This design comes from an exercise in tuning for small area and a short achievable clock period on the open sky130 flow, not from production work.
RTL that was checked went through simulation tests only; none was proved equivalent to the original.
Power is estimated from default activity; no workload was simulated.

==> v14: inputs <==
==> flow/design.v (excerpt) <==
module PRBS31_Seed_Checker(
    input clock,
    input reset,
    input pulse,
    input [3:0] channel,
    input [15:0] injectErrorCount,
    input [31:0] DataIn,
    output [17:0] shortErrorCount,
    output [127+128:0] dataOut
    );
==> module PRBS31_Seed_Checker, before the edit <==
module PRBS31_Seed_Checker(
    input clock,
    input reset,
    input pulse,
    input [3:0] channel,
    input [15:0] injectErrorCount,
    input [31:0] DataIn,
    output [17:0] shortErrorCount,
    output [127+128:0] dataOut
    );
localparam [31:0] MAGIC = 32'h7009a0b2;
localparam [31:0] SEED  = 32'h1f044a52;
localparam [31:0] QINIT = 32'hffffd000;    
localparam [1:0] IDLE = 2'd0, CHECK = 2'd1, IFS2 = 2'd2, SYNC = 2'd3;
reg [31:0] Dh;           
reg [31:0] DO;           
reg [31:0] DE;           
reg        rd;           
reg        ld;           
reg        sv;           
reg [1:0]  state;
reg [3:0]  cnt;
reg [31:0] Q;            
reg [15:0] NOLD;         
reg        RELINK;
reg [17:0] ECL;          
reg        cy;           
reg        clr_d;        
reg [31:0] R;            
reg [5:0]  popR;         
reg        errR;         
reg        oEF;
reg [3:0]  och;
reg [47:0] oTS;
reg [15:0] omatch;
reg [31:0] oDE, oDO, oBE;
reg [58:0] oEC;
wire [31:0] nxt = {DE[7]^DE[1], DE[31:29]^DE[6:4]^DE[3:1], DE[31:4]^DE[28:1]};
wire [31:0] seeds = rd ? 32'd0 : ld ? SEED : sv ? nxt : DE;
wire [31:0] BE = sv ? (DE ^ DO) : 32'd0;
wire        EF = sv & errR;
wire [47:0] TS = rd ? 48'd0 : oTS + 48'd1;
wire [40:0] ECH = clr_d ? 41'd0 : oEC[58:18] + {40'd0, cy};
wire [58:0] EC = {ECH, ECL};
wire [63:0] Data_reg = {Dh, DO};    
wire        T = |(Data_reg[35:4]^Data_reg[32:1] == Data_reg[63:32]);
wire        magic = (Dh == MAGIC);
wire        anyerr = |diff;
wire        relink = (Q == {16'd0, injectErrorCount});
wire [31:0] diff = seeds ^ Dh;
wire [5:0]  pop = diff[0] + diff[1] + diff[2] + diff[3] + diff[4] + diff[5] + diff[6] + diff[7] + diff[8] + diff[9] + diff[10] + diff[11] + diff[12] + diff[13] + diff[14] + diff[15] + diff[16] + diff[17] + diff[18] + diff[19] + diff[20] + diff[21] + diff[22] + diff[23] + diff[24] + diff[25] + diff[26] + diff[27] + diff[28] + diff[29] + diff[30] + diff[31];
wire [5:0]  count = sv ? popR : 6'd0;
wire [18:0] ecsum = {1'b0, ECL} + {13'd0, count};
wire        clr = pulse | reset;
always @(posedge clock) begin
    Dh <= DataIn;
    DO <= rd ? 32'd0 : Dh;
    popR <= pop;
    errR <= anyerr;
    DE <= seeds;
    rd <= reset;
    ECL <= clr ? 18'd0 : ecsum[17:0];
    cy <= ~clr & ecsum[18];
    clr_d <= clr;
end
always @(posedge clock) begin
    ld <= 1'b0;
    sv <= 1'b0;
    if (reset) begin
        state <= IDLE;
        NOLD <= 16'd0;
        RELINK <= 1'b0;
    end else
    case (state)
    IDLE: begin
        cnt <= 4'd0;
        Q <= QINIT;
        state <= CHECK;
    end
    CHECK: begin
        if (T) begin
            cnt <= cnt + 4'd1;
            if (cnt == 4'd14) state <= IFS2;
        end
    end
    IFS2: begin
        if (magic) begin
            ld <= 1'b1;
            if (~RELINK) NOLD <= ~injectErrorCount;
            else RELINK <= 1'b0;
            state <= SYNC;
        end else if (!T)
            state <= CHECK;
    end
    SYNC: begin
        sv <= 1'b1;
        if (anyerr) Q <= Q + 32'd1;
        if (relink) begin
            state <= IDLE;
            RELINK <= 1'b1;
        end
    end
    endcase
end
wire [223:0] rec = {EF, 4'd0, TS, 16'd0, DE, DO, BE, EC};
wire [15:0] match;
add16 add16_inst(.a(injectErrorCount), .b(NOLD), .s(match));
wire [31:0] crc_r, crc;
crc_rest crc_rest_inst(.d(rec), .y(crc_r));
crc_late crc_late_inst(.r(crc_r), .ch(channel), .m(match), .y(crc));
always @(posedge clock) begin
    R <= crc;
    oEF <= EF;
    och <= channel;
    oTS <= TS;
    omatch <= match;
    oDE <= DE;
    oDO <= DO;
    oBE <= BE;
    oEC <= EC;
end
assign dataOut = {oEF, och, oTS, omatch, oDE, oDO, oBE, oEC, R};
assign shortErrorCount = ECL;
endmodule
Settings: LEC_CHECK=0, CAP_MARGIN=20, CORE_MARGIN=2, CORE_UTILIZATION=40, PLACE_DENSITY=0.6, SETUP_SLACK_MARGIN=1.0, SLEW_MARGIN=20, SYNTH_HIERARCHICAL=1, SYNTH_MINIMUM_KEEP_SIZE=0; clock period 25.0 ns.
standard.sh (not shown) runs the stock make flow with config.mk's settings and CLKGATE_MAP_FILE= SYNTH_SCRIPT=/design/flow/synth_recipe.tcl, a recipe that flattens the netlist after the stock synthesis.
==> flow/flow/run.sh <==
#!/bin/bash
# Layout flow: the standard synthesis unchanged, then the standard layout
# with timing repair aimed at a tighter setup margin (the SDC is unchanged).
set -euo pipefail
bash standard.sh synth > synth.log 2>&1
bash standard.sh SETUP_SLACK_MARGIN=17 finish > layout.log 2>&1
==> v9: changes against v14 <==
--- a/flow/design.v
+++ b/flow/design.v
@@ -1879,3 +1879,5 @@
 wire [63:0] Data_reg = {Dh, DO};    
-wire        T = |(Data_reg[35:4]^Data_reg[32:1] == Data_reg[63:32]);
+wire        z35_5 = ~|Data_reg[35:5];
+wire        eqz   = ~|Data_reg[63:36] & ~|Data_reg[4:1];
+wire        T = ~(z35_5 & (Data_reg[4] == eqz));
 wire        magic = (Dh == MAGIC);
==> flow/flow/run.sh (replaced) <==
#!/bin/bash
# Layout flow: the standard synthesis unchanged, then the standard layout
# with smaller port buffers and clock buffers, synthesis buffers removed, and
# timing repair aimed at a tighter setup margin (the SDC is unchanged).
set -euo pipefail
bash standard.sh synth > synth.log 2>&1
bash standard.sh SETUP_SLACK_MARGIN=19 REMOVE_ABC_BUFFERS=1 \
  "BUFFER_PORTS_ARGS=-buffer_cell sky130_fd_sc_hd__buf_1" \
  CTS_BUF_LIST=sky130_fd_sc_hd__clkbuf_8 finish > layout.log 2>&1
==> v22: changes against v14 <==
--- a/flow/design.v
+++ b/flow/design.v
@@ -1879,3 +1879,5 @@
 wire [63:0] Data_reg = {Dh, DO};    
-wire        T = |(Data_reg[35:4]^Data_reg[32:1] == Data_reg[63:32]);
+wire        z35_5 = ~|Data_reg[35:5];
+wire        eqz   = ~|Data_reg[63:36] & ~|Data_reg[4:1];
+wire        T = ~(z35_5 & (Data_reg[4] == eqz));
 wire        magic = (Dh == MAGIC);
==> flow/flow/run.sh (replaced) <==
#!/bin/bash
# Layout flow: the standard synthesis unchanged, then the standard layout
# with smaller port buffers and clock buffers, synthesis buffers removed, and
# timing repair aimed at a tighter setup margin (the SDC is unchanged).
set -euo pipefail
bash standard.sh synth > synth.log 2>&1
bash standard.sh SETUP_SLACK_MARGIN=18 REMOVE_ABC_BUFFERS=1 \
  "BUFFER_PORTS_ARGS=-buffer_cell sky130_fd_sc_hd__buf_1" \
  CTS_BUF_LIST=sky130_fd_sc_hd__clkbuf_8 finish > layout.log 2>&1
Settings changed: CORE_UTILIZATION 40 to 65, PLACE_DENSITY 0.6 to 0.8.
==> v21: changes against v14 <==
--- a/flow/design.v
+++ b/flow/design.v
@@ -1879,3 +1879,5 @@
 wire [63:0] Data_reg = {Dh, DO};    
-wire        T = |(Data_reg[35:4]^Data_reg[32:1] == Data_reg[63:32]);
+wire        z35_5 = ~|Data_reg[35:5];
+wire        eqz   = ~|Data_reg[63:36] & ~|Data_reg[4:1];
+wire        T = ~(z35_5 & (Data_reg[4] == eqz));
 wire        magic = (Dh == MAGIC);
==> flow/flow/run.sh (replaced) <==
#!/bin/bash
# Layout flow: the standard synthesis unchanged, then the standard layout
# with smaller port buffers and clock buffers, synthesis buffers removed, and
# timing repair aimed at a tighter setup margin (the SDC is unchanged).
set -euo pipefail
bash standard.sh synth > synth.log 2>&1
bash standard.sh SETUP_SLACK_MARGIN=18.5 REMOVE_ABC_BUFFERS=1 \
  "BUFFER_PORTS_ARGS=-buffer_cell sky130_fd_sc_hd__buf_1" \
  CTS_BUF_LIST=sky130_fd_sc_hd__clkbuf_8 finish > layout.log 2>&1
==> results.py <==
metrics = {
    "routing": {
        "wl_met2_um": 64000,
    },
    "floorplan": {
        "taps": 959,
        "dieArea_um2": 76300,
    },
    "logic_synthesis": {
        "syn_area_um2": 29600,
    },
    "layout": {
        "utilization": 0.493,
    },
    "run_status": {
        "status": "timing/DRC/antenna clean",
    },
    "power": {
        "clkPwrFrac": 0.307,
    },
    "clock_tree": {
        "cts_max_level": 3,
    },
    "timing": {
        "skew_ns": 0.0317,
    },
}
Source of the figures above: v21

==> results.py <==
metrics = {
    "run_status": {
        "status": "timing/DRC/antenna clean",
    },
    "power": {
        "clkPwrFrac": 0.303,
        "combPwrFrac": 0.381,
    },
    "clock_tree": {
        "cts_max_level": 3,
    },
    "layout": {
        "utilization": 0.534,
    },
    "floorplan": {
        "dieArea_um2": 76300,
    },
    "timing": {
        "skew_ns": 0.0355,
    },
    "routing": {
        "drt-met1-wl_um": 64100,
        "wl_met2_um": 66900,
    },
}
Source of the figures above: v9

==> results.py <==
metrics = {
    "run_status": {
        "status": "timing/DRC/antenna clean",
    },
    "clock_tree": {
        "cts_max_level": 2,
    },
    "floorplan": {
        "dieArea_um2": 78400,
    },
    "routing": {
        "wl_met2_um": 61800,
    },
    "job": {
        "cap_violations": 0,
    },
    "logic_synthesis": {
        "syn_area_um2": 30500,
    },
    "timing": {
        "skew_ns": 0.0342,
    },
    "layout": {
        "utilization": 0.487,
    },
    "critical_path": {
        "cp-startpoint": "injectErrorCount[9]",
    },
}
Source of the figures above: v14

==> results.py <==
metrics = {
    "clock_tree": {
        "cts_max_level": 3,
    },
    "power": {
        "clkPwrFrac": 0.292,
    },
    "floorplan": {
        "taps": 600,
    },
    "timing": {
        "skew_ns": 0.0433,
    },
    "layout": {
        "utilization": 0.765,
    },
    "run_status": {
        "status": "timing/DRC/antenna clean",
    },
}
Source of the figures above: v22

Only the layout flow was run in v14; the RTL was not checked for function there.

-- port drivers added, routing unchanged --
How much do the figures lean on ideal ports? The routed layouts below were timed once more, with nothing changed but the port constraints. Step 1 assumes that a clkbuf_16 drives the clock port and a buf_2 every other input. Step 2 times the ports against the registers' clock, not the clock port: input delays grow and output delays shrink by t, the midpoint of the rising clock arrivals with the driver on. Slacks: ideal / step 1 / step 2; pairs: ideal / step 1.
| run | shift t [ns] | setup slack, ns | worst hold slack (ns) | slew at the worst register clock pin (ns) |
|---|---|---|---|---|
| v14 | 0.667 | 17.149 / 17.190 / 16.523 | 0.405 / 0.405 / 0.405 | 0.07 / 0.07 |
| v9 | 0.759 | 18.065 / 18.065 / 17.329 | 0.488 / 0.488 / 0.488 | 0.08 / 0.08 |
| v22 | 0.752 | 17.742 / 17.743 / 17.030 | 0.497 / 0.497 / 0.497 | 0.08 / 0.08 |
| v21 | 0.747 | 18.061 / 18.061 / 17.331 | 0.460 / 0.460 / 0.460 | 0.07 / 0.07 |
After both steps setup and hold are still met in every run listed. The setup slack of v9, which loses most, moves by 0.000 ns with the drivers and by -0.736 ns with both steps.
